Source: an optimization exercise on an open RTL-to-GDS flow (aim: small area, a short achievable clock period and few clock cycles). Production flows keep margins and buffers that such runs may drop. Only simulation tests tie the RTL to the original design; equivalence was not proved.

`run.sh`:
```
#!/bin/bash
# synth_recipe.tcl (not shown) runs the flow's synth.tcl, then flattens the netlist and writes it again
# the make line also repeats each setting of config.mk as NAME=value (left out here)
make -C /OpenROAD-flow-scripts/flow DESIGN_CONFIG=/design/flow/config.mk WORK_HOME=/design/flow/orfs CLKGATE_MAP_FILE= SYNTH_SCRIPT=/design/flow/synth_recipe.tcl finish
```
`config.mk`:
```
export PLATFORM = sky130hd
export DESIGN_NAME = mac
export DESIGN_NICKNAME = mac
export VERILOG_FILES = /design/flow/design.v
export SDC_FILE = /design/flow/constraint.sdc
export NUM_CORES = 4
export LEC_CHECK = 0
export CAP_MARGIN = 20
export CORE_MARGIN = 2
export CORE_UTILIZATION = 65
export CTS_CLUSTER_DIAMETER = 100
export CTS_CLUSTER_SIZE = 24
export SETUP_SLACK_MARGIN = 3.1
export SLEW_MARGIN = 20
```
`constraint.sdc`:
```
create_clock -name core_clock -period 6.0 [get_ports {clk_i}]
set_input_delay 1.2000 -clock core_clock [delete_from_list [all_inputs] [get_ports {clk_i}]]
set_output_delay 1.2000 -clock core_clock [all_outputs]
set_load 0.01 [all_outputs]
```
`design.v`:
```
`timescale 1ns / 100ps
module coef_rom (
    input  wire [4:0]  k,
    output reg  [30:0] q
);
    always @(*) begin
        case (k)
            5'd0: q = 31'h3f800000;
            5'd1: q = 31'h3f800000;
            5'd2: q = 31'h3f000000;
            5'd3: q = 31'h3e2aaaab;
            5'd4: q = 31'h3d2aaaab;
            5'd5: q = 31'h3c088889;
            5'd6: q = 31'h3ab60b61;
            5'd7: q = 31'h39500d01;
            5'd8: q = 31'h37d00d01;
            5'd9: q = 31'h3638ef1d;
            5'd10: q = 31'h3493f27d;
            5'd11: q = 31'h32d7322b;
            5'd12: q = 31'h310f76c7;
            5'd13: q = 31'h2f309231;
            5'd14: q = 31'h2d49cba5;
            5'd15: q = 31'h2b573f9f;
            5'd16: q = 31'h29573f9f;
            5'd17: q = 31'h274a963b;
            5'd18: q = 31'h253413c3;
            5'd19: q = 31'h2317a4db;
            5'd20: q = 31'h20f2a15d;
            5'd21: q = 31'h1eb8dc77;
            5'd22: q = 31'h1c8671cb;
            5'd23: q = 31'h1a3b0da1;
            5'd24: q = 31'h17f96781;
            5'd25: q = 31'h159f9e67;
            5'd26: q = 31'h1344742f;
            5'd27: q = 31'h10e8d58f;
            5'd28: q = 31'h0e850c51;
            5'd29: q = 31'h0c12cfcd;
            5'd30: q = 31'h099c9963;
            default: q = 31'h00000000;
        endcase
    end
endmodule
`timescale 1ns / 100ps
module first_rom (
    input  wire [4:0]  k,
    output reg  [31:0] q
);
    always @(*) begin
        case (k)
            5'd0: q = 32'h3f800000;
            5'd1: q = 32'h3f800000;
            5'd2: q = 32'h3f000000;
            5'd3: q = 32'h3e2aaaab;
            5'd4: q = 32'h3d2aaaab;
            5'd5: q = 32'h3c088889;
            5'd6: q = 32'h3ab60b61;
            5'd7: q = 32'h39500d01;
            5'd8: q = 32'h37d00d01;
            5'd9: q = 32'h3638ef1d;
            5'd10: q = 32'h3493f27d;
            5'd11: q = 32'h32d7322b;
            5'd12: q = 32'h310f76c7;
            5'd13: q = 32'h2f309231;
            5'd14: q = 32'h2d49cba5;
            5'd15: q = 32'h2b573f9f;
            5'd16: q = 32'h29573f9f;
            5'd17: q = 32'h274a963b;
            5'd18: q = 32'h253413c3;
            5'd19: q = 32'h2317a4db;
            5'd20: q = 32'h20f2a15d;
            5'd21: q = 32'h1eb8dc77;
            5'd22: q = 32'h1c8671cb;
            5'd23: q = 32'h1a3b0da1;
            5'd24: q = 32'h17f96781;
            5'd25: q = 32'h159f9e67;
            5'd26: q = 32'h1344742f;
            5'd27: q = 32'h10e8d58f;
            5'd28: q = 32'h0e850c51;
            5'd29: q = 32'h0c12cfcd;
            5'd30: q = 32'h099c9973;
            default: q = 32'h00000000;
        endcase
    end
endmodule
`timescale 1ns / 100ps
module mac #(
    parameter int DATA_WIDTH    = 32,
    parameter int ADDR_LINES    = 5
) (
    input  logic                        clk_i,
    input  logic                        rstn_i,
    input  logic [DATA_WIDTH-1:0]       signal_i,
    input  logic                        wr_en_i,
    input  logic                        last_i,
    input  logic [ADDR_LINES-1:0]       terms_i,
    output logic                        full_o,
    output logic                        empty_o,
    output logic                        idle_o,
    output logic [DATA_WIDTH-1:0]       result_o,
    output logic                        done_o
);
    localparam int D  = 8;               
    localparam int SW = 3;               
    logic [1023:0] st;       
    logic [5:0]    count;
    logic          run;      
    logic          zrun;     
    logic [2:0]    g;        
    wire           busy = run | zrun;
    wire           wr   = wr_en_i & ~busy & ~count[5];
    always_ff @(posedge clk_i)
        for (int b = 0; b < 4; b++)
            if ((wr && count[4:3] == 2'(b)) || (run && (g == 3'(b) || (pr != 3'd0 && nl[4:3] == 2'(b))))) begin
                st[b*256 +: 224]     <= st[b*256+32 +: 224];
                st[b*256+224 +: 32]  <= run ? st[b*256 +: 32] : signal_i;
            end
    assign idle_o  = ~wr_en_i;
    logic [4:0]    nl;       
    wire  [4:0]    tq = terms_i;
    logic [SW-1:0] s;        
    logic [4:0]    it;       
    logic [SW-1:0] s0;       
    logic [SW-1:0] pr;       
    wire           lastg = (g == {1'b0, nl[4:3]});
    wire  [31:0]   a0r;      
    first_rom u_first (.k(terms_i), .q(a0r));
    wire           fin_done;   
    wire           start = ~busy & last_i;
    wire  [4:0]    ncount = count[4:0] + {4'd0, wr} - 5'd1;
    always_ff @(posedge clk_i or negedge rstn_i) begin
        if (!rstn_i) begin
            count   <= 6'd0;
            full_o  <= 1'b0;
            empty_o <= 1'b1;
            run     <= 1'b0;
            zrun    <= 1'b0;
        end else begin
            if (wr) begin
                count   <= count + 6'd1;
                full_o  <= (count == 6'd31);
                empty_o <= 1'b0;
            end
            if (start) begin
                run  <= (terms_i != 5'd0);
                zrun <= (terms_i == 5'd0);
            end else if (fin_done) begin
                run     <= 1'b0;
                zrun    <= 1'b0;
                count   <= 6'd0;
                full_o  <= 1'b0;
                empty_o <= 1'b1;
            end
        end
    end
    always_ff @(posedge clk_i) begin
        if (start) begin
            nl <= ncount;
            s  <= '0;
            it <= 5'd1;
            g  <= 3'd0;
            s0 <= (ncount[4:3] != 2'd0) ? ~ncount[2:0] : 3'd0;
            pr <= (ncount[4:3] != 2'd0) ? ~ncount[2:0] : 3'd0;
        end else if (zrun) begin
            {g[1:0], s} <= {g[1:0], s} + 5'd1;
        end else if (run) begin
            if (pr != 3'd0) pr <= pr - 3'd1;
            if (s == (lastg ? s0 - SW'(1) : SW'(D-1))) begin
                if (it == tq) begin
                    it <= 5'd1;
                    g  <= g + 3'd1;
                    s  <= (g + 3'd1 == {1'b0, nl[4:3]}) ? s0 : s + SW'(1);
                end else begin
                    it <= it + 5'd1;
                    s  <= s + SW'(1);
                end
            end else begin
                s <= s + SW'(1);
            end
        end
    end
    wire          vq = run && ((g < {1'b0, nl[4:3]}) || (lastg && s >= ~nl[2:0]));
    wire          fq = (it == tq);
    wire          lq = fq && lastg && (s == SW'(D-1));
    wire  [4:0]   kq = tq - it;
    logic [D-1:0] vp;
    logic [D-1:0] fp, lp;
    logic [4:0]   kp [0:D-1];
    always_ff @(posedge clk_i or negedge rstn_i)
        if (!rstn_i) vp <= '0;
        else         vp <= {vp[D-2:0], vq};
    always_ff @(posedge clk_i) begin
        fp    <= {fp[D-2:0], fq};
        lp    <= {lp[D-2:0], lq};
        kp[0] <= kq;
        for (int i = 1; i < D; i++) kp[i] <= kp[i-1];
    end
    logic [31:0] acc_new;            
    logic [31:0] a_r;                
    logic        xs_r, xz_r;
    logic [7:0]  xe_r;               
    logic [11:0] one_r, two_r, neg_r;
    wire  [31:0] xrd = st[g[1:0]*256 +: 32];
    wire  [24:0] xb  = {1'b1, xrd[22:0], 1'b0};
    logic [11:0] b_one, b_two, b_neg;
    always_comb
        for (int i = 0; i < 12; i++) begin
            b_one[i] = xb[2*i+1] ^ xb[2*i];
            b_two[i] = (xb[2*i+2] & ~xb[2*i+1] & ~xb[2*i]) | (~xb[2*i+2] & xb[2*i+1] & xb[2*i]);
            b_neg[i] = xb[2*i+2] & ~(xb[2*i+1] & xb[2*i]);
        end
    always_ff @(posedge clk_i) begin
        a_r   <= (it == 5'd1) ? a0r : acc_new;
        xs_r  <= xrd[31];
        xz_r  <= (xrd[30:0] == 31'd0);
        xe_r  <= xrd[30:23] - 8'd127;
        one_r <= b_one;
        two_r <= b_two;
        neg_r <= b_neg;
    end
    function automatic [95:0] csa(input [47:0] x, input [47:0] y, input [47:0] z);
        csa = {x ^ y ^ z, ((x & y) | (x & z) | (y & z)) << 1};
    endfunction
    wire [23:0] am = {1'b1, a_r[22:0]};
    logic [47:0] row [0:12];
    always_comb begin
        logic [24:0] v [0:11];
        for (int i = 0; i < 12; i++)
            v[i] = (one_r[i] ? {1'b0, am} : two_r[i] ? {am, 1'b0} : 25'd0) ^ {25{neg_r[i]}};
        row[0] = {20'd0, ~neg_r[0], neg_r[0], neg_r[0], v[0]};
        for (int i = 1; i < 11; i++)
            row[i] = ({21'd0, 1'b1, ~neg_r[i], v[i]} << (2*i)) | ({47'd0, neg_r[i-1]} << (2*i-2));
        row[11] = {~neg_r[11], v[11], 22'd0} | ({47'd0, neg_r[10]} << 20);
        row[12] = {am, 24'd0} | ({47'd0, neg_r[11]} << 22);
    end
    logic [47:0] t1 [0:8];
    logic [47:0] t2 [0:5];
    always_comb begin
        {t1[0], t1[1]} = csa(row[0], row[1], row[2]);
        {t1[2], t1[3]} = csa(row[3], row[4], row[5]);
        {t1[4], t1[5]} = csa(row[6], row[7], row[8]);
        {t1[6], t1[7]} = csa(row[9], row[10], row[11]);
        t1[8] = row[12];
        {t2[0], t2[1]} = csa(t1[0], t1[1], t1[2]);
        {t2[2], t2[3]} = csa(t1[3], t1[4], t1[5]);
        {t2[4], t2[5]} = csa(t1[6], t1[7], t1[8]);
    end
    logic [47:0] r1 [0:5];
    logic        z1, sg1;
    logic [7:0]  pe1;
    always_ff @(posedge clk_i) begin
        for (int i = 0; i < 6; i++) r1[i] <= t2[i];
        z1  <= xz_r | (a_r[30:0] == 31'd0);
        sg1 <= xs_r ^ a_r[31];
        pe1 <= xe_r + a_r[30:23];
    end
    logic [47:0] t3 [0:3];
    logic [47:0] t4 [0:2];
    logic [47:0] t5 [0:1];
    always_comb begin
        {t3[0], t3[1]} = csa(r1[0], r1[1], r1[2]);
        {t3[2], t3[3]} = csa(r1[3], r1[4], r1[5]);
        {t4[0], t4[1]} = csa(t3[0], t3[1], t3[2]);
        t4[2] = t3[3];
        {t5[0], t5[1]} = csa(t4[0], t4[1], t4[2]);
    end
    wire  [30:0] c_tab;
    coef_rom u_coef (.k(kp[2]), .q(c_tab));
    wire [22:0] lgn = t5[0][22:0] & t5[1][22:0];
    wire [22:0] lpr = t5[0][22:0] | t5[1][22:0];
    logic [5:0] bg, bp;
    always_comb
        for (int b = 0; b < 6; b++) begin
            bg[b] = 1'b0;
            bp[b] = 1'b1;
            for (int i = 0; i < 4; i++)
                if (4*b + i < 23) begin
                    bg[b] = lgn[4*b+i] | (lpr[4*b+i] & bg[b]);
                    bp[b] = bp[b] & lpr[4*b+i];
                end
        end
    wire  [24:0] hs = t5[0][47:23];
    wire  [24:0] hc = t5[1][47:23];
    wire  [24:0] hp = hs ^ hc;
    wire  [24:0] hg = hs & hc;
    logic [6:0]  hbg, hbp;
    always_comb
        for (int b = 0; b < 7; b++) begin
            hbg[b] = 1'b0;
            hbp[b] = 1'b1;
            for (int i = 0; i < 4; i++)
                if (4*b + i < 25) begin
                    hbg[b] = hg[4*b+i] | (hp[4*b+i] & hbg[b]);
                    hbp[b] = hbp[b] & hp[4*b+i];
                end
        end
    logic [24:0] hp2, hg2;
    logic [6:0]  hbg2, hbp2;
    logic [5:0]  bg2, bp2;
    logic        z2, sg2;
    logic [7:0]  pe2;
    always_ff @(posedge clk_i) begin
        hp2  <= z1 ? 25'd0 : hp;             
        hg2  <= z1 ? 25'd0 : hg;
        hbg2 <= z1 ? 7'd0  : hbg;
        hbp2 <= hbp;
        bg2 <= z1 ? 6'd0  : bg;
        bp2 <= bp;
        z2  <= z1;
        sg2 <= sg1;
        pe2 <= pe1;
    end
    logic        c23;
    logic [6:0]  hbc;
    logic [24:0] hcy, phs;
    always_comb begin
        c23 = 1'b0;
        for (int b = 0; b < 6; b++) c23 = bg2[b] | (bp2[b] & c23);
        hbc[0] = c23;
        for (int b = 1; b < 7; b++) hbc[b] = hbg2[b-1] | (hbp2[b-1] & hbc[b-1]);
        for (int j = 0; j < 25; j++)
            hcy[j] = (j % 4 == 0) ? hbc[j/4] : (hg2[j-1] | (hp2[j-1] & hcy[j-1]));
        phs = hp2 ^ hcy;
    end
    wire [7:0]  pez  = z2 ? 8'd0 : pe2;              
    wire [7:0]  pez1 = pez + 8'd1;                   
    wire [7:0]  ce2  = c_tab[30:23];
    wire [8:0]  d0   = {1'b0, ce2} - {1'b0, pez};    
    wire [7:0]  n0   = pez - ce2;                    
    wire [8:0]  d1   = (pez == 8'hff) ? {1'b0, ce2} : ({1'b0, ce2} + {1'b1, ~pez});
    wire [7:0]  n1   = pez - ce2 + 8'd1;
    logic [24:0] ph3;                                
    logic [22:0] cm3;
    logic [7:0]  ce3, pez3, dif03, dif13;
    logic        bs3, comp03, comp13, eq03, eq13;
    always_ff @(posedge clk_i) begin
        ph3    <= phs;
        bs3    <= ~z2 & sg2;
        cm3    <= c_tab[22:0];
        ce3    <= ce2;
        pez3   <= pez;
        comp03 <= ~d0[8] & (d0[7:0] != 8'd0);        
        comp13 <= ~d1[8] & (d1[7:0] != 8'd0);
        eq03   <= (d0 == 9'd0);
        eq13   <= (d1 == 9'd0);
        dif03  <= d0[8] ? n0 : d0[7:0];              
        dif13  <= d1[8] ? n1 : d1[7:0];
    end
    wire        p47  = ph3[24];
    wire [22:0] bm   = p47 ? ph3[23:1] : ph3[22:0];
    wire [7:0]  be   = pez3 + {7'd0, p47};
    wire        comp = p47 ? comp13 : comp03;
    wire        eq   = p47 ? eq13 : eq03;
    wire [7:0]  dif  = p47 ? dif13 : dif03;
    wire [23:0] shin = {1'b1, comp ? bm : cm3};
    wire [23:0] shd  = (dif >= 8'd24) ? 24'd0 : (shin >> dif[4:0]);
    logic [23:0] big4;
    logic [24:0] sh4;            
    logic [7:0]  bex4;
    logic        sub4, sgn4, eqs4;
    always_ff @(posedge clk_i) begin
        big4 <= {1'b1, comp ? cm3 : bm};
        sh4  <= {1'b0, shd} ^ {25{bs3}};
        bex4 <= comp ? ce3 : be;
        sub4 <= bs3;
        sgn4 <= comp ? 1'b0 : bs3;
        eqs4 <= eq & bs3;
    end
    wire  [25:0] suma = {1'b0, big4, 1'b1} + {sh4, sub4};
    wire  [24:0] sumb = {~sh4[23:0], 1'b1} + {~big4, 1'b1};
    logic [24:0] suma5;
    logic [23:0] sumb5;
    logic [7:0]  bex5;
    logic        sgn5, eqs5;
    always_ff @(posedge clk_i) begin
        suma5 <= suma[25:1];
        sumb5 <= sumb[24:1];
        bex5  <= bex4;
        sgn5  <= sgn4;
        eqs5  <= eqs4;
    end
    wire        cbig  = eqs5 & suma5[24];       
    wire [24:0] sum5  = cbig ? {1'b0, sumb5} : suma5;
    logic [4:0] lz;
    always_comb begin
        lz = 5'd24;
        for (int i = 0; i < 24; i++)
            if (sum5[i]) lz = 5'(23 - i);
    end
    logic [24:0] sum6;
    logic [4:0]  lz6;
    logic        nz6;
    logic [7:0]  bex6;
    logic        sgn6;
    always_ff @(posedge clk_i) begin
        sum6 <= sum5;
        lz6  <= lz;
        nz6  <= |sum5[22:0];
        bex6 <= bex5;
        sgn6 <= cbig ? 1'b0 : sgn5;
    end
    logic [7:0]  ne;
    logic [22:0] nm;
    always_comb begin
        if (sum6[24]) begin
            nm = sum6[23:1];
            ne = bex6 + 8'd1;
        end else if (nz6) begin
            nm = sum6[22:0] << lz6;
            ne = bex6 - {3'd0, lz6};
        end else begin
            nm = sum6[22:0];
            ne = bex6;
        end
    end
    logic [31:0] acc7;
    always_ff @(posedge clk_i)
        acc7 <= zrun ? a0r : {sgn6, ne, nm};
    assign acc_new = acc7;
    wire zlast = zrun && ({g[1:0], s} == nl);
    assign fin_done = (vp[D-2] & fp[D-2] & lp[D-2]) | zlast;
    assign result_o = acc7;
    always_ff @(posedge clk_i or negedge rstn_i)
        if (!rstn_i) done_o <= 1'b0;
        else         done_o <= (vp[D-2] & fp[D-2]) | zrun;
endmodule
```
==> summary.md, run 1 <==
| Metric | Value |
|---|---|
| Status | `timing/DRC/antenna clean` |
| Slew headroom | `17.6%` |
| Area growth syn-to-layout | `7.98%` |
| Full die area | `~120000 sq um` |
| Number of max-slew violations in the final report | `0` |
| Worst-path clk slew | `~0.090 ns` |
| CP max FO | `2` |
| Top cells by area, synth | `edfxtp_1, dfxtp_1, fa_1, ha_1, xnor2_1` |
| Synthesized Nets | `between 6000 and 7000` |
| First-pass GRT wire length | `approximately 270000 um` |
| Net count, final | `roughly 6700` |
| Worst Hold Slack | `0.314 ns` |
| Largest net degree at the start of global routing | `91` |
| Htree depth | `3` |
| CTS tree | `built` |
| Clock period minus worst slack | `2.88 ns` |
| Port bufs | `between 70 and 80` |
| CTS buffer count | `85` |
| Die W | `347 um` |
| Post-synth top flop | `edfxtp_1` |
| Setup-failing EPs final | `0` |
| Overall routed net length | `179000 um` |
| Initial antenna violation count | `11` |
| Post-route setup slack | `3.12 ns` |
| Per-cell routed wire length | `23.2 um` |
| DP Wirelength | `approximately 120000 um` |
| Yosys top cell area share | `between 40% and 50%` |
| FF-to-FF End | `hbg2[1]` |
| Tightest Pin Transition | `1.24 ns` |
| Crit Reg-Reg Startpoint | `r1[0][28]` |
| DP Area | `between 70000 and 80000 sq um` |
| Crit start category | `input port` |
| Synth async-reset ratio | `around 1.0%` |
| Fill cells | `around 8000` |
| # rows | `about 130` |
| Fin area | `82700 sq um` |
| Number of global-route vias before repair | `44300` |
| Critical Path RT | `roughly 4.8 ns` |
| DRC violations left | `0` |
| Worst skew pair latency | `roughly 0.73 ns` |
| #FFs+latches synth | `between 1500 and 2000` |
| Initial core utilization | `between 60% and 70%` |
| RSZ-0062 raised after global routing | `true` |
| Dpl ws | `1.57 ns` |
| Vias post-DR | `between 40000 and 50000` |
| Reg2Reg Depth | `10` |
| Max-cap violations | `0` |
| Clock tree root buffer cell | `clkbuf_16` |
| Hold Crit Class | `reg2reg` |
| Die height | `roughly 350 um` |
| Cell taking the most area after synthesis | `edfxtp_1` |
| R2r setup slk | `roughly 3.2 ns` |
| Placeable Area | `117000 sq um` |
| Register area share after synthesis | `59.1%` |
| Cells after Synth | `between 6000 and 7000` |
| EDFF count, synth | `1035` |
| CP max stage delay | `around 0.28 ns` |
| Critical Path Sink Type | `primary output` |
| Worst setup path startpoint | `wr_en_i` |
| Hold Crit Start | `eqs4` |
| Setup Skew | `approximately 0.038 ns` |
| GR Overflow Total | `0` |
| Maximum clock frequency | `~0.35 GHz` |
| Slowest cell on the critical path | `dlygate4sd2_1` |
| Worst Path Arrival | `~1.7 ns` |
| Clk buf depth | `3` |
| 1st-iter DRT viols | `5234` |
| Post-Syn Area | `roughly 77000 sq um` |
| Drt pass-1 iters | `7` |
| Via-per-instance ratio | `between 5 and 6` |
| Final period util | `between 40% and 50%` |
| Layout cell share with drive strength beyond 1 | `a little under a tenth` |
| Crit-path cells | `buf_2 > inv_1 > dlygate4sd2_1` |
| Post-DRT Antenna Nets | `0` |
| Clk sinks | `1739` |
| Post-layout util | `between 70% and 80%` |
| Critical path class | `in2out` |
| GP Congestion | `around 0.93` |
| Synth warn | `21` |
| Worst setup path end | `idle_o` |
| Syn_area_per_cell | `12.5 sq um` |
| Top-Level Pins | `77` |
| Final Hold Fails | `0` |
| Total Routing Usage GR | `between 20% and 30%` |
| Synth unique cells | `98` |
per-layer routing:
layer	GRT usage (%)	wire, um
met4	8.30	4920
met5	0	25
met1	43.8	78600
met3	3.37	12100
met2	46.7	83000
cells in the mapped netlist (25+ instances only):
library cell and instances:
a22oi_1 136, inv_1 411, nand3_1 49, dfxtp_1 686
ha_1 249, edfxtp_1 1035, a21oi_1 221, buf_1 32
clkbuf_1 282, mux2_2 37, mux4_2 75, fa_1 267
nor2b_1 108, nand2_1 825, nor3_1 55, xnor2_1 354
a211oi_1 30, nor2_1 245, o21ai_0 300, nand2b_1 53
xor2_1 90, o211ai_1 29, a21o_1 45, buf_2 25
mux2i_1 113
registers in the layout (all words and copies together) (netlist names), 24 cells and up:
register  cells
st         1024
sumb5        24
c_tab        30
hp2          25
a_r          32
suma5        25
ph3          25
sh4          25
sum6         25
r1          186
acc7         32
through the flow:
step	std cells	TNS [ns]
6_report	7697	0
5_1_grt	7695	0
4_1_cts	7673	0
3_5_place_dp	7496	0
3_3_place_gp	7495	0
2_1_floorplan	6139	-1001.25
repair_timing:
item,in CTS,in global routing
setup endpoints to repair,1299,239
pin swaps,18,34
setup buffers,24,17
gates cloned,3,1
resized for setup,118,89
hold buffers,0,0
worst min path at each step:
stage                         end  slack (ns)  cells after the start
after global placement      lp[6]        0.31                      0
after detailed placement  bex5[0]        0.31                      0
after floorplan           bex5[0]        0.31                      0
after CTS                    eqs5        0.31                      0
after global routing         eqs5        0.32                      0
final                        eqs5        0.31                      0
area by class of cell:
type	instances	area (sq um)	area share, %
antenna	5	12.5	0.0151
multi-input combinational	3626	28900	35.0
timing repair buffer	226	2170	2.63
clock inverter	16	300	0.363
clock buffer	134	2340	2.83
inverter	427	1630	1.98
tap	1524	1910	2.31
sequential	1739	45400	54.9
worst max-delay path: cells and delay by family:
kind | cells | cell delay, ns
buf+inv | 3 | 0.48
placed cells by master (no fill, tap or decap), types with 32 or more instances in the layout:
cell / count
inv_1: 404
o21ai_0: 296
a21oi_1: 209
nor2b_1: 100
edfxtp_1: 1035
fa_1: 265
dfxtp_2: 32
xor2_1: 89
mux2_2: 37
nand2b_1: 52
nor2_1: 238
mux2i_1: 109
clkbuf_16: 86
a21o_1: 45
clkbuf_1: 47
nand2_1: 822
nand3_1: 46
buf_4: 126
clkdlybuf4s50_1: 50
dfxtp_1: 634
xnor2_1: 352
nor3_1: 53
a22oi_1: 135
mux4_2: 75
ha_1: 230
cell families after synthesis:
kind of cell / synth area share, %
xor gates and xnor gates: 5.08
buffers and inverters: 3.93
AOI/OAI and AO/OA: 7.92
and+or+nand+nor: 8.39
muxes: 4.48
adders and majority gates: 11.1
DFF: 59.1
Testbench counts, summed over its fixed seeds: cycles 14,498.
==> inputs of run 2 (changes only) <==
--- a/config.mk
+++ b/config.mk
@@ -10,5 +10,5 @@
 export CORE_UTILIZATION = 65
 export CTS_CLUSTER_DIAMETER = 100
 export CTS_CLUSTER_SIZE = 24
-export SETUP_SLACK_MARGIN = 3.1
+export SETUP_SLACK_MARGIN = 3.0
 export SLEW_MARGIN = 20
==> summary.md, run 2 <==
| Metric | Value |
|---|---|
| Status | `timing/DRC/antenna clean` |
| Per-cell routed wire length | `23.2 um (-0.21%)` |
| Number of max-slew violations in the final report | `0 (unchanged)` |
| Compound-Gate Fraction of Synth Area | `7.92% (unchanged)` |
| Count leader, synth | `edfxtp_1` |
| DP Wirelength | `120000 um (unchanged)` |
| Crit-path cells | `clkdlybuf4s50_1 > buf_12 > clkinvlp_4 > ha_4 > buf_4 > nor2b_1 > o21ai_0 > o31ai_1 > a21oi_1 > a221o_1` |
| Synth async-reset ratio | `1.04% (unchanged)` |
| Cell taking the most area after synthesis | `edfxtp_1` |
| Net count, final | `6659 (-0.045%)` |
| # rows | `125 (unchanged)` |
| Worst-path clk slew | `0.09 ns (about the same)` |
| Maximum clock frequency | `0.333 GHz (-4.2%)` |
| Setup Skew | `0.0363 ns (-0.00200 ns)` |
| Simple-gate area share of the yosys netlist | `8.39% (unchanged)` |
| Worst Hold End | `eqs5` |
| Biggest register | `st` |
| Synthesized Nets | `6696 (unchanged)` |
| Register area | `45300 sq um (-0.12%)` |
| GP Congestion | `0.929 (unchanged)` |
| Setup-failing EPs final | `0 (unchanged)` |
| Critical path class | `in2reg` |
| Worst skew pair latency | `0.72 ns (about the same)` |
| Setup tns final | `0 ns (unchanged)` |
| CTS buffer count | `85 (unchanged)` |
| Slew headroom | `13.7% (-3.8 points)` |
| Synth unique cells | `98 (unchanged)` |
| Worst Path Arrival | `3.59 ns (+1.91 ns)` |
| CTS tree | `built` |
| Hold Crit Class | `reg2reg` |
| Top-Level Pins | `77 (unchanged)` |
| Most frequent cells in the layout | `edfxtp_1, nand2_1, dfxtp_1, inv_1, xnor2_1` |
| Post-synth top cells | `edfxtp_1, nand2_1, dfxtp_1` |
| Slowest cell on the critical path | `clkdlybuf4s50_1` |
| Overall routed net length | `178000 um (-0.27%)` |
| Register area share after synthesis | `59.1% (unchanged)` |
| Synth Area in XOR/XNOR | `5.08% (unchanged)` |
| Die height | `347 um (unchanged)` |
| Yosys top cell area share | `40.6% (unchanged)` |
| First-pass GRT wire length | `270000 um (-0.32%)` |
| EDFF count, synth | `1035 (unchanged)` |
| Post-synth top flop | `edfxtp_1` |
| R2r setup slk | `3.09 ns (-0.06 ns)` |
| Crit path max-delay family | `buffers and inverters` |
| Hold depth | `0 (unchanged)` |
| CP max FO | `14 (+12)` |
| CP bufs+invs | `4 (+1)` |
| Clk sinks | `1739 (unchanged)` |
| Biggest regs | `st x1024, r1 x186` |
| #FFs+latches synth | `1739 (unchanged)` |
| Largest net degree at the start of global routing | `91 (unchanged)` |
| Layout cell share with drive strength beyond 1 | `8.30% (-0.81 points)` |
| # hold bufs at CTS | `0 (unchanged)` |
| Total Routing Usage GR | `29.4% (-0.11 points)` |
| Crit Reg-Reg Startpoint | `bp2[2]` |
| Synth warn | `21 (unchanged)` |
| Drt pass-1 iters | `6 (-1)` |
| Max-cap violations | `0 (unchanged)` |
| Multi-input gate area | `28800 sq um (-0.63%)` |
| Via-per-instance ratio | `5.96 (about the same)` |
| Adder-Cell Fraction of Synth Area | `11.1% (unchanged)` |
| Tightest Pin Transition | `1.29 ns (+0.0572 ns)` |
| Cells after Synth | `6139 (unchanged)` |
| Htree depth | `3 (unchanged)` |
| Clock period minus worst slack | `3.00 ns (+0.127 ns)` |
| Critical Path RT | `6.58 ns (+1.78 ns)` |
| FF-to-FF End | `ph3[23]` |
| Post-Syn Area | `76600 sq um (unchanged)` |
| Final period util | `50.1% (+2.1 points)` |
| DRC violations left | `0 (unchanged)` |
| Critical Path Sink Type | `flop` |
| Multiplexer share of the synthesized area | `4.48% (unchanged)` |
| Clk buf depth | `3 (unchanged)` |
| Number of global-route vias before repair | `44200 (-0.31%)` |
| Largest family of logic cells by synthesized area | `adder cells` |
| Top cells by area, synth | `edfxtp_1, dfxtp_1, fa_1, ha_1, xnor2_1` |
| 1st-iter DRT viols | `5109 (-2.4%)` |
| Hold Crit Start | `eqs4` |
| Initial core utilization | `65.7% (unchanged)` |
| Full die area | `121000 sq um (unchanged)` |
| Area growth syn-to-layout | `7.59%` |
| Post-layout util | `70.7% (-0.25 points)` |
| Syn_area_per_cell | `12.5 sq um (unchanged)` |
| Fill cells | `8038 (+0.31%)` |
| Crit start category | `input port` |
| RSZ-0062 raised after global routing | `true` |
| Vias post-DR | `45900 (+0.017%)` |
| Reg2Reg Depth | `13 (+3)` |
| GR Overflow Total | `0 (unchanged)` |
| Die W | `347 um (unchanged)` |
| Number of flip-flops in the largest register | `1024 (unchanged)` |
| Initial antenna violation count | `8 (-3)` |
| Clock tree root buffer cell | `clkbuf_16` |
| Final Hold Fails | `0 (unchanged)` |
| Post-DRT Antenna Nets | `0 (unchanged)` |
| CP max stage delay | `0.52 ns (+0.24 ns)` |
| Placeable Area | `117000 sq um (unchanged)` |
| Port bufs | `76 (unchanged)` |
| Commonest non-fill, non-tap cell in the layout | `edfxtp_1` |
## run 2: metrics by stage
step / instance area, sq um / std cells / hold slack, ns / setup slack, ns
3_3_place_gp: 78900 / 7495 / 0.310 / 1.57
2_1_floorplan: 76700 / 6139 / 0.310 / -1.93
4_1_cts: 82000 / 7668 / 0.307 / 2.98
3_5_place_dp: 78900 / 7496 / 0.312 / 1.57
5_1_grt: 82400 / 7690 / 0.320 / 2.89
6_report: 82400 / 7692 / 0.320 / 3.00
## run 2: kinds of logic after synthesis
group                      after synthesis
DFF                                   1739
and+or+nand+nor                       1463
AOI/OAI and AO/OA                      962
buffers and inverters                  777
adders and majority gates              520
xor gates and xnor gates               444
muxes                                  234
## run 2: area by class of cell
type,count,share of cell area [%]
clock buffers,134,2.84
inverters,427,1.98
diodes,3,0.00911
flip-flops and latches,1739,55.0
multi-input cells,3625,34.9
repair buffers,224,2.58
clock inverters,16,0.364
well taps,1524,2.31
## run 2: layer usage
metal | track usage [%] | share of wire (%)
met5 | 0 | 0.022
met4 | 8.36 | 2.7
met3 | 3.26 | 6.7
met2 | 46.4 | 46
met1 | 43.7 | 44
## run 2: worst max-delay path by stage
stage / cells after the start / slack [ns] / end / start
after floorplan: 4 / -1.93 / st[0] / wr_en_i
after global placement: 7 / 1.57 / a_r[26] / terms_i[1]
after detailed placement: 7 / 1.57 / a_r[26] / terms_i[1]
after CTS: 8 / 2.98 / a_r[26] / terms_i[0]
after global routing: 10 / 2.89 / sumb5[22] / sh4[7]
final: 10 / 3.00 / acc7[20] / terms_i[0]
## run 2: repair_timing
item / CTS / global route
resized for setup: 58 / 51
buffers inserted: 19 / 21
pin swaps: 7 / 18
cloned: 3 / 0
setup endpoints to repair: 1235 / 65
==> inputs of run 3 (changes only) <==
--- a/config.mk
+++ b/config.mk
@@ -10,5 +10,5 @@
 export CORE_UTILIZATION = 65
 export CTS_CLUSTER_DIAMETER = 100
 export CTS_CLUSTER_SIZE = 24
-export SETUP_SLACK_MARGIN = 3.0
+export SETUP_SLACK_MARGIN = 3.2
 export SLEW_MARGIN = 20
==> summary.md, run 3 <==
| Metric | Value |
|---|---|
| Crit path max-delay family | `adder cells` |
| Layout cell share with drive strength beyond 1 | `10.2% (+1.9 points)` |
| Largest net degree at the start of global routing | `91 (unchanged)` |
| Top-Level Pins | `77 (unchanged)` |
| CTS tree | `built` |
| Worst skew pair latency | `0.72 ns (about the same)` |
| Max-cap violations | `0 (unchanged)` |
| Number of max-slew violations in the final report | `0 (unchanged)` |
| Post-Syn Area | `76600 sq um (unchanged)` |
| Syn_area_per_cell | `12.5 sq um (unchanged)` |
| Most frequent cells in the layout | `edfxtp_1, nand2_1, dfxtp_1, inv_1, xnor2_1` |
| Die W | `347 um (unchanged)` |
| Crit start category | `flop` |
| Critical path class | `reg2reg` |
| Vias post-DR | `46200 (+0.74%)` |
| Final Hold Fails | `0 (unchanged)` |
| Biggest register | `st` |
| Slew headroom | `32.4% (+19 points)` |
| Maximum clock frequency | `0.351 GHz (+5.3%)` |
| Synthesized Nets | `6696 (unchanged)` |
| Top cells by area, synth | `edfxtp_1, dfxtp_1, fa_1, ha_1, xnor2_1` |
| Clk sinks | `1739 (unchanged)` |
| Port bufs | `76 (unchanged)` |
| Worst Path Arrival | `3.42 ns (-0.17 ns)` |
| Crit-path cells | `fa_1 > inv_2 > fa_1 > fa_1 > inv_2 > ha_4 > a21o_1 > a21o_1 > a21oi_2 > nor2_1` |
| Slowest cell on the critical path | `fa_1` |
| Fill cells | `7994 (-0.55%)` |
| Tightest Pin Transition | `1.01 ns (-0.280 ns)` |
| # rows | `125 (unchanged)` |
| RSZ-0062 raised after global routing | `true` |
| 1st-iter DRT viols | `5255 (+2.9%)` |
| Placeable Area | `117000 sq um (unchanged)` |
| Full die area | `121000 sq um (unchanged)` |
| Setup-failing EPs final | `0 (unchanged)` |
| Net count, final | `6683 (+0.36%)` |
| Synth async-reset ratio | `1.04% (unchanged)` |
| Cells after Synth | `6139 (unchanged)` |
| Htree depth | `3 (unchanged)` |
| Biggest regs | `st x1024, r1 x186` |
| Number of flip-flops in the largest register | `1024 (unchanged)` |
| #FFs+latches synth | `1739 (unchanged)` |
| Post-DRT Antenna Nets | `0 (unchanged)` |
| Cell taking the most area after synthesis | `edfxtp_1` |
| Clock period minus worst slack | `2.85 ns (-0.152 ns)` |
| Post-synth top flop | `edfxtp_1` |
| Overall routed net length | `180000 um (+0.89%)` |
| Hold Crit Class | `reg2reg` |
| CP bufs+invs | `2 (-2)` |
| CTS buffer count | `85 (unchanged)` |
| CP max stage delay | `0.57 ns (+0.05 ns)` |
| Final period util | `47.5% (-2.5 points)` |
| Clk buf depth | `3 (unchanged)` |
| Per-cell routed wire length | `23.3 um (+0.58%)` |
| Total Routing Usage GR | `29.7% (+0.29 points)` |
| Multi-input gate area | `29200 sq um (+1.4%)` |
| Register area | `45400 sq um (+0.20%)` |
| Area growth syn-to-layout | `8.42%` |
| Die height | `347 um (unchanged)` |
| Status | `timing/DRC/antenna clean` |
| Synth warn | `21 (unchanged)` |
| Worst-path clk slew | `0.09 ns (about the same)` |
| First-pass GRT wire length | `272000 um (+0.87%)` |
| Most used cell, CP | `fa_1` |
| Number of global-route vias before repair | `44500 (+0.74%)` |
| DP Area | `78900 sq um (unchanged)` |
| Critical Path RT | `6.56 ns (-0.02 ns)` |
| Critical Path Sink Type | `flop` |
| Worst Hold Slack | `0.313 ns (-0.00693 ns)` |
| Synth unique cells | `98 (unchanged)` |
| Register area share after synthesis | `59.1% (unchanged)` |
| Commonest non-fill, non-tap cell in the layout | `edfxtp_1` |
| EDFF count, synth | `1035 (unchanged)` |
| Setup Skew | `0.0397 ns (+0.00337 ns)` |
| DRC violations left | `0 (unchanged)` |
| Initial core utilization | `65.7% (unchanged)` |
| Clock tree root buffer cell | `clkbuf_16` |
| Initial antenna violation count | `11 (+3)` |
| Post-synth top cells | `edfxtp_1, nand2_1, dfxtp_1` |
| GR Overflow Total | `0 (unchanged)` |
| GP Congestion | `0.929 (unchanged)` |
| Count leader, synth | `edfxtp_1` |
| Drt pass-1 iters | `7 (+1)` |
| CP max FO | `3 (-11)` |
| DP Wirelength | `120000 um (unchanged)` |
| Yosys top cell area share | `40.6% (unchanged)` |
| Via-per-instance ratio | `5.99 (+0.42%)` |
| Fin area | `83000 sq um (+0.77%)` |
==> run 3: cell counts after synthesis <==
No cell type changed its count.
==> run 3: final cells by class <==
cell class,count,share of cell area (%)
Clock inverter,16,0.362
Timing Repair Buffer,247,2.74
Clock buffer,134,2.82
Tap cell,1524,2.30
Multi-Input combinational cell,3626,35.1
Inverter,427,1.96
Sequential cell,1739,54.7
Antenna cell,3,0.00904
==> run 3: through the flow <==
| stage | cells | util, % | worst slack [ns] | setup TNS (ns) |
|---|---|---|---|---|
| after floorplan | 6139 | - | -1.93 | -1001.25 |
| after global placement | 7495 | 67.7 | 1.57 | 0 |
| after detailed placement | 7496 | 67.7 | 1.57 | 0 |
| after CTS | 7686 | 70.7 | 3.09 | 0 |
| after global routing | 7716 | 71.3 | 3.06 | 0 |
| final | 7716 | 71.3 | 3.15 | 0 |
==> run 3: final timing paths <==
check                                from       end  slack, ns  depth (start not counted)
min in group asynchronous          rstn_i  count[4]       0.96                          1
worst min register to register       eqs4      eqs5       0.31                          0
worst max-delay path            r1[0][28]   hbg2[1]       3.15                         10
max in group asynchronous          rstn_i       run       4.40                          1
worst max register to register  r1[0][28]   hbg2[1]       3.15                         10
worst min-delay path                 eqs4      eqs5       0.31                          0
==> run 3: what timing repair did <==
action | CTS | global route
hold buffers | 0 | 0
pin swaps | 41 | 51
setup buffers | 36 | 27
setup endpoints to repair | 1325 | 140
resized for setup | 188 | 111
gates cloned | 4 | 0
==> run 3: logic make-up after synthesis <==
family / count (synthesis) / synth area share [%]
AO/OA/AOI/OAI: 962 / 7.92
XOR/XNOR: 444 / 5.08
adder cells (fa/ha/maj): 520 / 11.1
multiplexers: 234 / 4.48
flip-flops: 1739 / 59.1
buffers and inverters: 777 / 3.93
AND/OR/NAND/NOR: 1463 / 8.39
==> run 3: metal layers <==
metal | share of wire [%] | global-route usage, % | up-vias
li1 | - | - | 21100
met1 | 44 | 43.9 | 23000
met2 | 47 | 46.8 | 1815
met3 | 6.5 | 3.50 | 276
met4 | 2.6 | 8.76 | 6
met5 | 0.021 | 0 | -
==> inputs of run 4 (changes only) <==
--- a/config.mk
+++ b/config.mk
@@ -10,5 +10,5 @@
 export CORE_UTILIZATION = 65
 export CTS_CLUSTER_DIAMETER = 100
 export CTS_CLUSTER_SIZE = 24
-export SETUP_SLACK_MARGIN = 3.2
+export SETUP_SLACK_MARGIN = 3.3
 export SLEW_MARGIN = 20
==> summary.md, run 4 <==
| Metric | Value |
|---|---|
| 1st-iter DRT viols | `5416 (+3.1%)` |
| Tightest Pin Transition | `0.977 ns (-0.0350 ns)` |
| Largest family of logic cells by synthesized area | `adder cells` |
| Number of max-slew violations in the final report | `0 (unchanged)` |
| Maximum clock frequency | `0.350 GHz (-0.26%)` |
| Synth Area in XOR/XNOR | `5.08% (unchanged)` |
| Synth async-reset ratio | `1.04% (unchanged)` |
| Multiplexer share of the synthesized area | `4.48% (unchanged)` |
| Setup Skew | `0.0377 ns (-0.00193 ns)` |
| Yosys top cell area share | `40.6% (unchanged)` |
| Adder-Cell Fraction of Synth Area | `11.1% (unchanged)` |
| Largest net degree at the start of global routing | `91 (unchanged)` |
| CP max FO | `2 (-1)` |
| Cells after Synth | `6139 (unchanged)` |
| DP Area | `78900 sq um (unchanged)` |
| Worst-path clk slew | `0.09 ns (about the same)` |
| Overall routed net length | `182000 um (+1.4%)` |
| Worst Path Arrival | `3.45 ns (+0.03 ns)` |
| Hold Crit Class | `reg2reg` |
| Placeable Area | `117000 sq um (unchanged)` |
| Final Hold Fails | `0 (unchanged)` |
| Simple-gate area share of the yosys netlist | `8.39% (unchanged)` |
| Die height | `347 um (unchanged)` |
| Post-Syn Area | `76600 sq um (unchanged)` |
| DP Wirelength | `120000 um (unchanged)` |
| Vias post-DR | `46400 (+0.37%)` |
| Syn_area_per_cell | `12.5 sq um (unchanged)` |
| Synth warn | `21 (unchanged)` |
| Total Routing Usage GR | `30.0% (+0.26 points)` |
| Post-synth top cells | `edfxtp_1, nand2_1, dfxtp_1` |
| EDFF count, synth | `1035 (unchanged)` |
| Die W | `347 um (unchanged)` |
| Clk buf depth | `3 (unchanged)` |
| Setup-failing EPs final | `0 (unchanged)` |
| # rows | `125 (unchanged)` |
| Filler-free cell count of the finished design | `7726 (+0.13%)` |
| Final period util | `47.7% (+0.12 points)` |
| GP Congestion | `0.929 (unchanged)` |
| Clock tree root buffer cell | `clkbuf_16` |
| Top-Level Pins | `77 (unchanged)` |
| Slew headroom | `34.8% (+2.3 points)` |
| Cell taking the most area after synthesis | `edfxtp_1` |
| Number of flip-flops in the largest register | `1024 (unchanged)` |
| Area growth syn-to-layout | `8.96%` |
| Status | `timing/DRC/antenna clean` |
| Max-cap violations | `0 (unchanged)` |
| Initial antenna violation count | `9 (-2)` |
| Per-cell routed wire length | `23.6 um (+1.2%)` |
| Compound-Gate Fraction of Synth Area | `7.92% (unchanged)` |
| CTS buffer count | `85 (unchanged)` |
| Full die area | `121000 sq um (unchanged)` |
| Initial core utilization | `65.7% (unchanged)` |
| Top cells by area, synth | `edfxtp_1, dfxtp_1, fa_1, ha_1, xnor2_1` |
| Most frequent cells in the layout | `edfxtp_1, nand2_1, dfxtp_1, inv_1, xnor2_1` |
| Commonest non-fill, non-tap cell in the layout | `edfxtp_1` |
| Post-synth top flop | `edfxtp_1` |
| Net count, final | `6694 (+0.16%)` |
| #FFs+latches synth | `1739 (unchanged)` |
| Synthesized Nets | `6696 (unchanged)` |
| RSZ-0062 raised after global routing | `true` |
| Drt pass-1 iters | `6 (-1)` |
| CTS tree | `built` |
| Critical Path RT | `6.59 ns (+0.03 ns)` |
| Htree depth | `3 (unchanged)` |
| Layout cell share with drive strength beyond 1 | `10.9% (+0.69 points)` |
| Port bufs | `76 (unchanged)` |
| Fin area | `83500 sq um (+0.50%)` |
| Crit start category | `flop` |
| Synth unique cells | `98 (unchanged)` |
| Clk sinks | `1739 (unchanged)` |
| DRC violations left | `0 (unchanged)` |
| Worst skew pair latency | `0.73 ns (about the same)` |
| Critical path class | `reg2reg` |
| Biggest regs | `st x1024, r1 x186` |
| Post-DRT Antenna Nets | `0 (unchanged)` |
| Register area share after synthesis | `59.1% (unchanged)` |
| GR Overflow Total | `0 (unchanged)` |
| First-pass GRT wire length | `274000 um (+0.73%)` |
| Number of global-route vias before repair | `44700 (+0.44%)` |
| Placed cells | `7496 (unchanged)` |
| Count leader, synth | `edfxtp_1` |
| Biggest register | `st` |
| Via-per-instance ratio | `6.00 (+0.24%)` |
| Critical Path Sink Type | `flop` |
| Clock period minus worst slack | `2.86 ns (+0.00741 ns)` |
[run 4: kinds of logic after synthesis]
kind of cell	count (synthesis)
flip-flops	1739
AND/OR/NAND/NOR	1463
AO/OA/AOI/OAI	962
buffers and inverters	777
adder cells (fa/ha/maj)	520
XOR/XNOR	444
multiplexers	234
[run 4: per-layer routing]
layer	up-vias	track usage (%)	part of all wire, %
li1	21200	-	-
met1	23100	44.5	44
met2	1861	47.2	46
met3	288	3.52	6.9
met4	2	8.68	2.8
met5	-	0	0.0071
[run 4: timing repair]
action,4_1_cts,5_1_grt
pin swaps,55,47
resized for setup,253,115
hold buffers,0,0
cloned,5,4
setup endpoints to repair,1358,293
setup buffers,48,21
[run 4: worst paths after layout]
path,from,endpoint,slack (ns),depth (start not counted)
max,r1[0][17],bg2[4],3.14,9
min,eqs4,eqs5,0.32,0
max reg2reg,r1[0][17],bg2[4],3.14,9
min reg2reg,eqs4,eqs5,0.32,0
max in group asynchronous,rstn_i,run,4.39,1
min in group asynchronous,rstn_i,count[4],0.97,1
[run 4: layout make-up]
class                           instances  area, sq um
Tap cell                             1524         1910
Inverter                              427         1630
Fill cell                            7936        33100
Clock buffer                          134         2340
Antenna cell                            2         5.00
Timing Repair Buffer                  255         2420
Clock inverter                         16          300
Sequential cell                      1739        45400
Multi-Input combinational cell       3629        29400
[run 4: worst max-delay path, cell delays in order (launching register included)]
cell	delay, ns
dfxtp_1	0.33
fa_1	0.53
inv_1	0.05
fa_1	0.47
inv_1	0.05
fa_1	0.52
nor2_2	0.06
o31ai_1	0.25
maj3_1	0.20
nor2b_1	0.29
[run 4: metrics by stage]
step	utilization (%)	setup TNS (ns)	hold slack, ns	setup slack [ns]
after floorplan	-	-1001.25	0.310	-1.93
after global placement	67.7	0	0.310	1.57
after detailed placement	67.7	0	0.312	1.57
after CTS	71.0	0	0.307	3.09
after global routing	71.6	0	0.319	3.06
final	71.6	0	0.322	3.14
==> inputs of run 5 (changes only) <==
--- a/config.mk
+++ b/config.mk
@@ -8,7 +8,7 @@
 export CAP_MARGIN = 20
 export CORE_MARGIN = 2
 export CORE_UTILIZATION = 65
-export CTS_CLUSTER_DIAMETER = 100
+export CTS_CLUSTER_DIAMETER = 80
 export CTS_CLUSTER_SIZE = 24
-export SETUP_SLACK_MARGIN = 3.3
+export SETUP_SLACK_MARGIN = 3.2
 export SLEW_MARGIN = 20
==> summary.md, run 5 <==
| Metric | Value |
|---|---|
| Per-cell routed wire length | `23.4 um (-0.98%)` |
| Hold depth | `0 (unchanged)` |
| Number of max-slew violations in the final report | `0 (unchanged)` |
| Max-cap violations | `0 (unchanged)` |
| Met2 WL | `84200 um (-0.20%)` |
| Clk sinks | `1739 (unchanged)` |
| Simple-gate area share of the yosys netlist | `8.39% (unchanged)` |
| Die height | `347 um (unchanged)` |
| 1st-iter DRT viols | `4967 (-8.3%)` |
| Critical Path RT | `6.60 ns (about the same)` |
| Top cells by area, synth | `edfxtp_1, dfxtp_1, fa_1, ha_1, xnor2_1` |
| Placeable Area | `117000 sq um (unchanged)` |
| Initial antenna violation count | `10 (+1)` |
| Clk buf depth | `3 (unchanged)` |
| Synth unique cells | `98 (unchanged)` |
| Via-per-instance ratio | `5.99 (-0.25%)` |
| Multiplexer share of the synthesized area | `4.48% (unchanged)` |
| Commonest non-fill, non-tap cell in the layout | `edfxtp_1` |
| Critical path class | `reg2reg` |
| Number of global-route vias before repair | `44700 (-0.13%)` |
| Post-synth top cells | `edfxtp_1, nand2_1, dfxtp_1` |
| Post-route setup slack | `3.17 ns (+0.0296 ns)` |
| Overall routed net length | `180000 um (-0.99%)` |
| Htree depth | `3 (unchanged)` |
| DRC violations left | `0 (unchanged)` |
| Vias post-DR | `46300 (-0.26%)` |
| Port bufs | `76 (unchanged)` |
| Synth Area in XOR/XNOR | `5.08% (unchanged)` |
| DP Wirelength | `120000 um (unchanged)` |
| Number of flip-flops in the largest register | `1024 (unchanged)` |
| Cells after Synth | `6139 (unchanged)` |
| CTS buffer count | `91 (+7.1%)` |
| Largest net degree at the start of global routing | `91 (unchanged)` |
| Initial core utilization | `65.7% (unchanged)` |
| Die W | `347 um (unchanged)` |
| #FFs+latches synth | `1739 (unchanged)` |
| GP Congestion | `0.929 (unchanged)` |
| First-pass GRT wire length | `272000 um (-0.54%)` |
| Worst Path Arrival | `3.43 ns (-0.02 ns)` |
| Count leader, synth | `edfxtp_1` |
| Syn_area_per_cell | `12.5 sq um (unchanged)` |
| Yosys top cell area share | `40.6% (unchanged)` |
| Total Routing Usage GR | `29.7% (-0.23 points)` |
| Top Metal Used | `met5` |
| Clock tree root buffer cell | `clkbuf_16` |
| Full die area | `121000 sq um (unchanged)` |
| Setup Skew | `0.0375 ns (-0.000249 ns)` |
| # hold bufs at CTS | `0 (unchanged)` |
| Maximum clock frequency | `0.353 GHz (+1.0%)` |
| Worst skew pair latency | `0.74 ns (about the same)` |
| Top-Level Pins | `77 (unchanged)` |
| RSZ-0062 raised after global routing | `true` |
| Synth async-reset ratio | `1.04% (unchanged)` |
| Met1 WL | `78700 um (-2.1%)` |
| GR Overflow Total | `0 (unchanged)` |
| Tightest Pin Transition | `0.996 ns (+0.0189 ns)` |
| Synthesized Nets | `6696 (unchanged)` |
| Crit start category | `flop` |
| Slew headroom | `33.5% (-1.3 points)` |
| Compound-Gate Fraction of Synth Area | `7.92% (unchanged)` |
| Net count, final | `6683 (-0.16%)` |
| Largest family of logic cells by synthesized area | `adder cells` |
| Clock period minus worst slack | `2.83 ns (-0.0296 ns)` |
| Post-Syn Area | `76600 sq um (unchanged)` |
| Reg2Reg Depth | `10 (+1)` |
| Post-DRT Antenna Nets | `0 (unchanged)` |
| Layout cell share with drive strength beyond 1 | `10.1% (-0.71 points)` |
| Drt pass-1 iters | `9 (+3)` |
| Biggest register | `st` |
| Dpl ws | `1.57 ns (unchanged)` |
| Register area share after synthesis | `59.1% (unchanged)` |
| Critical Path Sink Type | `flop` |
| Most frequent cells in the layout | `edfxtp_1, nand2_1, dfxtp_1, inv_1, xnor2_1` |
| Fin area | `83200 sq um (-0.30%)` |
| Met3 Wirelength | `12300 um (-1.9%)` |
| Final period util | `47.2% (-0.49 points)` |
| EDFF count, synth | `1035 (unchanged)` |
| Worst-path clk slew | `0.09 ns (about the same)` |
| Synth warn | `21 (unchanged)` |
| Hold Crit Class | `reg2reg` |
| Area growth syn-to-layout | `8.64%` |
| Post-synth top flop | `edfxtp_1` |
| # rows | `125 (unchanged)` |
| Setup-failing EPs final | `0 (unchanged)` |
| Biggest regs | `st x1024, r1 x186` |
| Adder-Cell Fraction of Synth Area | `11.1% (unchanged)` |
| Status | `timing/DRC/antenna clean` |
| Cell taking the most area after synthesis | `edfxtp_1` |
| CTS tree | `built` |
| Fill cells | `7941 (+0.063%)` |
| DP Area | `78900 sq um (unchanged)` |
| Final Hold Fails | `0 (unchanged)` |
| CP max FO | `3 (+1)` |
[run 5: path summary, 6_finish.rpt]
check	from	to	slack [ns]
min in group asynchronous	rstn_i	count[0]	0.96
worst min-delay path	kp[0][3]	kp[1][3]	0.33
worst max register to register	r1[3][28]	hbg2[1]	3.17
worst max-delay path	r1[3][28]	hbg2[1]	3.17
worst min register to register	kp[0][3]	kp[1][3]	0.33
max in group asynchronous	rstn_i	run	4.42
[run 5: layer usage]
metal	GRT usage [%]	up-vias
li1	-	21100
met1	43.6	23000
met2	47.3	1850
met3	3.51	308
met4	8.91	6
met5	0	-
[run 5: kinds of logic after synthesis]
| group | Yosys count |
|---|---|
| flip-flops | 1739 |
| AND/OR/NAND/NOR | 1463 |
| AO/OA/AOI/OAI | 962 |
| buffers and inverters | 777 |
| adder cells (fa/ha/maj) | 520 |
| XOR/XNOR | 444 |
| multiplexers | 234 |
[run 5: worst max-delay path: stages, from the launching register on]
cell	delay, ns
dfxtp_2	0.34
fa_1	0.54
inv_1	0.06
fa_1	0.49
fa_1	0.54
inv_2	0.06
ha_4	0.22
a21o_1	0.15
a21o_1	0.16
a21oi_2	0.11
nor2_1	0.05
[run 5: cell type report]
cell class	instances	area [sq um]	area share, %
Clock inverter	30	465	0.559
Timing Repair Buffer	241	2250	2.71
Sequential cell	1739	45400	54.6
Antenna cell	2	5.00	0.00601
Clock buffer	136	2450	2.94
Multi-Input combinational cell	3626	29100	35.0
Inverter	427	1630	1.96
Tap cell	1524	1910	2.29
[run 5: through the flow]
stage / hold slack (ns) / std cells / TNS (ns) / util (%)
3_5_place_dp: 0.312 / 7496 / 0 / 67.7
2_1_floorplan: 0.310 / 6139 / -1001.25 / -
3_3_place_gp: 0.310 / 7495 / 0 / 67.7
4_1_cts: 0.326 / 7699 / 0 / 70.9
6_report: 0.329 / 7725 / 0 / 71.4
5_1_grt: 0.337 / 7725 / 0 / 71.4
[run 5: repair_timing]
item / in CTS / in global routing
endpoints found under the setup margin: 1325 / 177
hold endpoints to repair: 0 / 0
gates cloned: 3 / 1
pin swaps: 39 / 42
setup buffers: 34 / 23
resized for setup: 187 / 91
==> inputs of run 6 (changes only) <==
--- a/config.mk
+++ b/config.mk
@@ -10,5 +10,5 @@
 export CORE_UTILIZATION = 65
 export CTS_CLUSTER_DIAMETER = 80
 export CTS_CLUSTER_SIZE = 24
-export SETUP_SLACK_MARGIN = 3.2
+export SETUP_SLACK_MARGIN = 3.25
 export SLEW_MARGIN = 20
==> summary.md, run 6 <==
| Metric | Value |
|---|---|
| Status | `timing/DRC/antenna clean` |
| Top-Level Pins | `77 (unchanged)` |
| Full die area | `121000 sq um (unchanged)` |
| Post-Syn Area | `76600 sq um (unchanged)` |
| Setup Skew | `0.0391 ns (+0.00158 ns)` |
| Number of flip-flops in the largest register | `1024 (unchanged)` |
| Cell taking the most area after synthesis | `edfxtp_1` |
| RSZ-0062 raised after global routing | `true` |
| Maximum clock frequency | `0.353 GHz (-0.14%)` |
| Drt pass-1 iters | `6 (-3)` |
| Worst skew pair latency | `0.74 ns (about the same)` |
| Per-cell routed wire length | `23.4 um (+0.23%)` |
| Largest net degree at the start of global routing | `91 (unchanged)` |
| Dpl ws | `1.57 ns (unchanged)` |
| Post-synth top flop | `edfxtp_1` |
| # rows | `125 (unchanged)` |
| Clock tree root buffer cell | `clkbuf_16` |
| CP bufs+invs | `2 (unchanged)` |
| Slowest cell on the critical path | `fa_1` |
| Syn_area_per_cell | `12.5 sq um (unchanged)` |
| Synth async-reset ratio | `1.04% (unchanged)` |
| CP max FO | `3 (unchanged)` |
| Placeable Area | `117000 sq um (unchanged)` |
| Vias post-DR | `46400 (+0.24%)` |
| GR Overflow Total | `0 (unchanged)` |
| # hold bufs at CTS | `0 (unchanged)` |
| CTS tree | `built` |
| Crit-path cells | `fa_1 > inv_2 > fa_1 > fa_1 > inv_2 > ha_4 > a21o_1 > a21o_1 > a21oi_2 > nor2_1` |
| Hold Crit Start | `c_tab[22]` |
| Overall routed net length | `181000 um (+0.37%)` |
| First-pass GRT wire length | `273000 um (+0.21%)` |
| Worst Path Arrival | `3.44 ns (about the same)` |
| Die W | `347 um (unchanged)` |
| Clk buf depth | `3 (unchanged)` |
| Clock period minus worst slack | `2.83 ns (+0.00389 ns)` |
| CTS buffer count | `91 (unchanged)` |
| Initial core utilization | `65.7% (unchanged)` |
| Crit start category | `flop` |
| Worst-path clk slew | `0.10 ns (about the same)` |
| Max-cap violations | `0 (unchanged)` |
| Critical Path RT | `6.60 ns (about the same)` |
| Synth unique cells | `98 (unchanged)` |
| Synth warn | `21 (unchanged)` |
| Synthesized Nets | `6696 (unchanged)` |
| GP Congestion | `0.929 (unchanged)` |
| Total Routing Usage GR | `29.8% (+0.089 points)` |
| Cells after Synth | `6139 (unchanged)` |
| Post-DRT Antenna Nets | `0 (unchanged)` |
| Die height | `347 um (unchanged)` |
| Most frequent cells in the layout | `edfxtp_1, nand2_1, dfxtp_1, inv_1, xnor2_1` |
| DRC violations left | `0 (unchanged)` |
| Critical path class | `reg2reg` |
| Biggest regs | `st x1024, r1 x186` |
| Area growth syn-to-layout | `8.88%` |
| Crit Reg-Reg Startpoint | `r1[3][28]` |
| Post-synth top cells | `edfxtp_1, nand2_1, dfxtp_1` |
| Final Hold Fails | `0 (unchanged)` |
| 1st-iter DRT viols | `5063 (+1.9%)` |
| Worst setup path startpoint | `r1[3][28]` |
| Slew headroom | `33.1% (-0.46 points)` |
| #FFs+latches synth | `1739 (unchanged)` |
| Number of max-slew violations in the final report | `0 (unchanged)` |
| Hold Crit Class | `reg2reg` |
| Net count, final | `6693 (+0.15%)` |
| EDFF count, synth | `1035 (unchanged)` |
| Register area share after synthesis | `59.1% (unchanged)` |
| Port bufs | `76 (unchanged)` |
| Tightest Pin Transition | `1.00 ns (+0.00694 ns)` |
| Post-route setup slack | `3.17 ns (-0.00389 ns)` |
| DP Wirelength | `120000 um (unchanged)` |
| Htree depth | `3 (unchanged)` |
| Fill cells | `7893 (-0.60%)` |
| Commonest non-fill, non-tap cell in the layout | `edfxtp_1` |
| Final period util | `47.2% (+0.065 points)` |
| Via-per-instance ratio | `5.99 (about the same)` |
| Layout cell share with drive strength beyond 1 | `10.5% (+0.40 points)` |
| Setup-failing EPs final | `0 (unchanged)` |
| Number of global-route vias before repair | `44800 (+0.29%)` |
| Count leader, synth | `edfxtp_1` |
| Most used cell, CP | `fa_1` |
| Yosys top cell area share | `40.6% (unchanged)` |
| CP max stage delay | `0.55 ns (about the same)` |
| Initial antenna violation count | `12 (+2)` |
| Biggest register | `st` |
| Top cells by area, synth | `edfxtp_1, dfxtp_1, fa_1, ha_1, xnor2_1` |
| Crit path max-delay family | `adder cells` |
| Clk sinks | `1739 (unchanged)` |
| Critical Path Sink Type | `flop` |
[run 6: repair_timing]
item / in CTS / in global routing
endpoints found under the setup margin: 1345 / 138
gates resized for setup: 202 / 109
buffers inserted: 37 / 28
pin swaps: 42 / 42
gates cloned: 4 / 2
[run 6: area by class of cell]
| class | instances | area, sq um | area share (%) |
|---|---|---|---|
| flip-flops and latches | 1739 | 45400 | 54.5 |
| multi-input cells | 3627 | 29200 | 35.0 |
| clock buffers | 136 | 2450 | 2.93 |
| repair buffers | 250 | 2340 | 2.81 |
| well taps | 1524 | 1910 | 2.29 |
| inverters | 427 | 1630 | 1.95 |
| clock inverters | 30 | 465 | 0.558 |
| diodes | 3 | 7.51 | 0.00900 |
[run 6: metrics by stage]
step | TNS, ns | cell area (sq um) | instances | hold slack (ns) | util (%)
detailed placement | 0 | 78900 | 7496 | 0.312 | 67.7
global route | 0 | 83400 | 7735 | 0.337 | 71.6
floorplan | -1001.25 | 76700 | 6139 | 0.310 | -
finish | 0 | 83400 | 7736 | 0.328 | 71.6
global placement | 0 | 78900 | 7495 | 0.310 | 67.7
CTS | 0 | 82700 | 7703 | 0.326 | 71.0
[run 6: kinds of logic (layout without fill, tap and decap cells)]
| logic type | count (synthesis) | in the layout | share of synthesized area (%) |
|---|---|---|---|
| buf+inv | 777 | 843 | 3.93 |
| compound gates | 962 | 965 | 7.92 |
| flops | 1739 | 1739 | 59.1 |
| simple gates | 1463 | 1464 | 8.39 |
| mux | 234 | 234 | 4.48 |
| fa+ha+maj | 520 | 520 | 11.1 |
| other cells | 0 | 3 | 0 |
| xor+xnor | 444 | 444 | 5.08 |
[run 6: layer usage]
layer / GRT usage (%) / wire, um
met5: 0 / 27
met4: 9.62 / 5530
met3: 3.50 / 12500
met2: 47.1 / 84300
met1: 43.7 / 78900
[run 6: final timing paths]
check | endpoint | slack, ns | cells past startpoint
max | hbg2[1] | 3.17 | 10
min | cm3[22] | 0.33 | 0
max reg2reg | hbg2[1] | 3.17 | 10
min reg2reg | cm3[22] | 0.33 | 0
max in group asynchronous | run | 4.41 | 1
min in group asynchronous | count[0] | 0.96 | 1
[run 6: worst register-to-register path, cell delays in order (launching register included)]
cell and delay, ns:
dfxtp_2 0.34, fa_1 0.55, inv_2 0.04, fa_1 0.49, fa_1 0.54, inv_2 0.06, ha_4 0.22, a21o_1 0.16
a21o_1 0.16, a21oi_2 0.11, nor2_1 0.05

port drivers added, routing unchanged:
In the flow no input, the clock included, has a driving cell. The finished layouts below were timed again as built, in two steps. Step 1, drivers: a clkbuf_16 drives clk_i and a buf_2 each remaining input, both assumed. Step 2 times the ports against the registers' clock, not the clock port: input delays grow and output delays shrink by t, the midpoint of the rising clock arrivals with the driver on. Slacks: ideal ports / drivers / drivers and shift; pairs: ideal ports / drivers.
run	t (ns)	slack for setup (ns)	hold slack, ns	clock arrival spread, ns	slew at the worst register clock pin (ns)
run 1	0.782	3.122 / 3.063 / 2.314	0.314 / 0.314 / 0.314	0.048 / 0.047	0.11 / 0.11
run 2	0.774	2.995 / 2.949 / 2.174	0.320 / 0.320 / 0.320	0.043 / 0.043	0.11 / 0.11
run 3	0.778	3.147 / 3.147 / 2.486	0.313 / 0.313 / 0.313	0.053 / 0.052	0.11 / 0.11
run 4	0.783	3.140 / 3.140 / 2.546	0.322 / 0.322 / 0.322	0.063 / 0.063	0.11 / 0.11
run 5	0.801	3.169 / 3.169 / 2.418	0.329 / 0.329 / 0.329	0.042 / 0.042	0.10 / 0.10
run 6	0.796	3.165 / 3.165 / 2.513	0.328 / 0.328 / 0.328	0.041 / 0.041	0.10 / 0.10
After both steps every run listed still meets setup and hold. For run 2, which loses most, drivers alone change the setup slack by -0.046 ns; drivers and shift together by -0.821 ns.
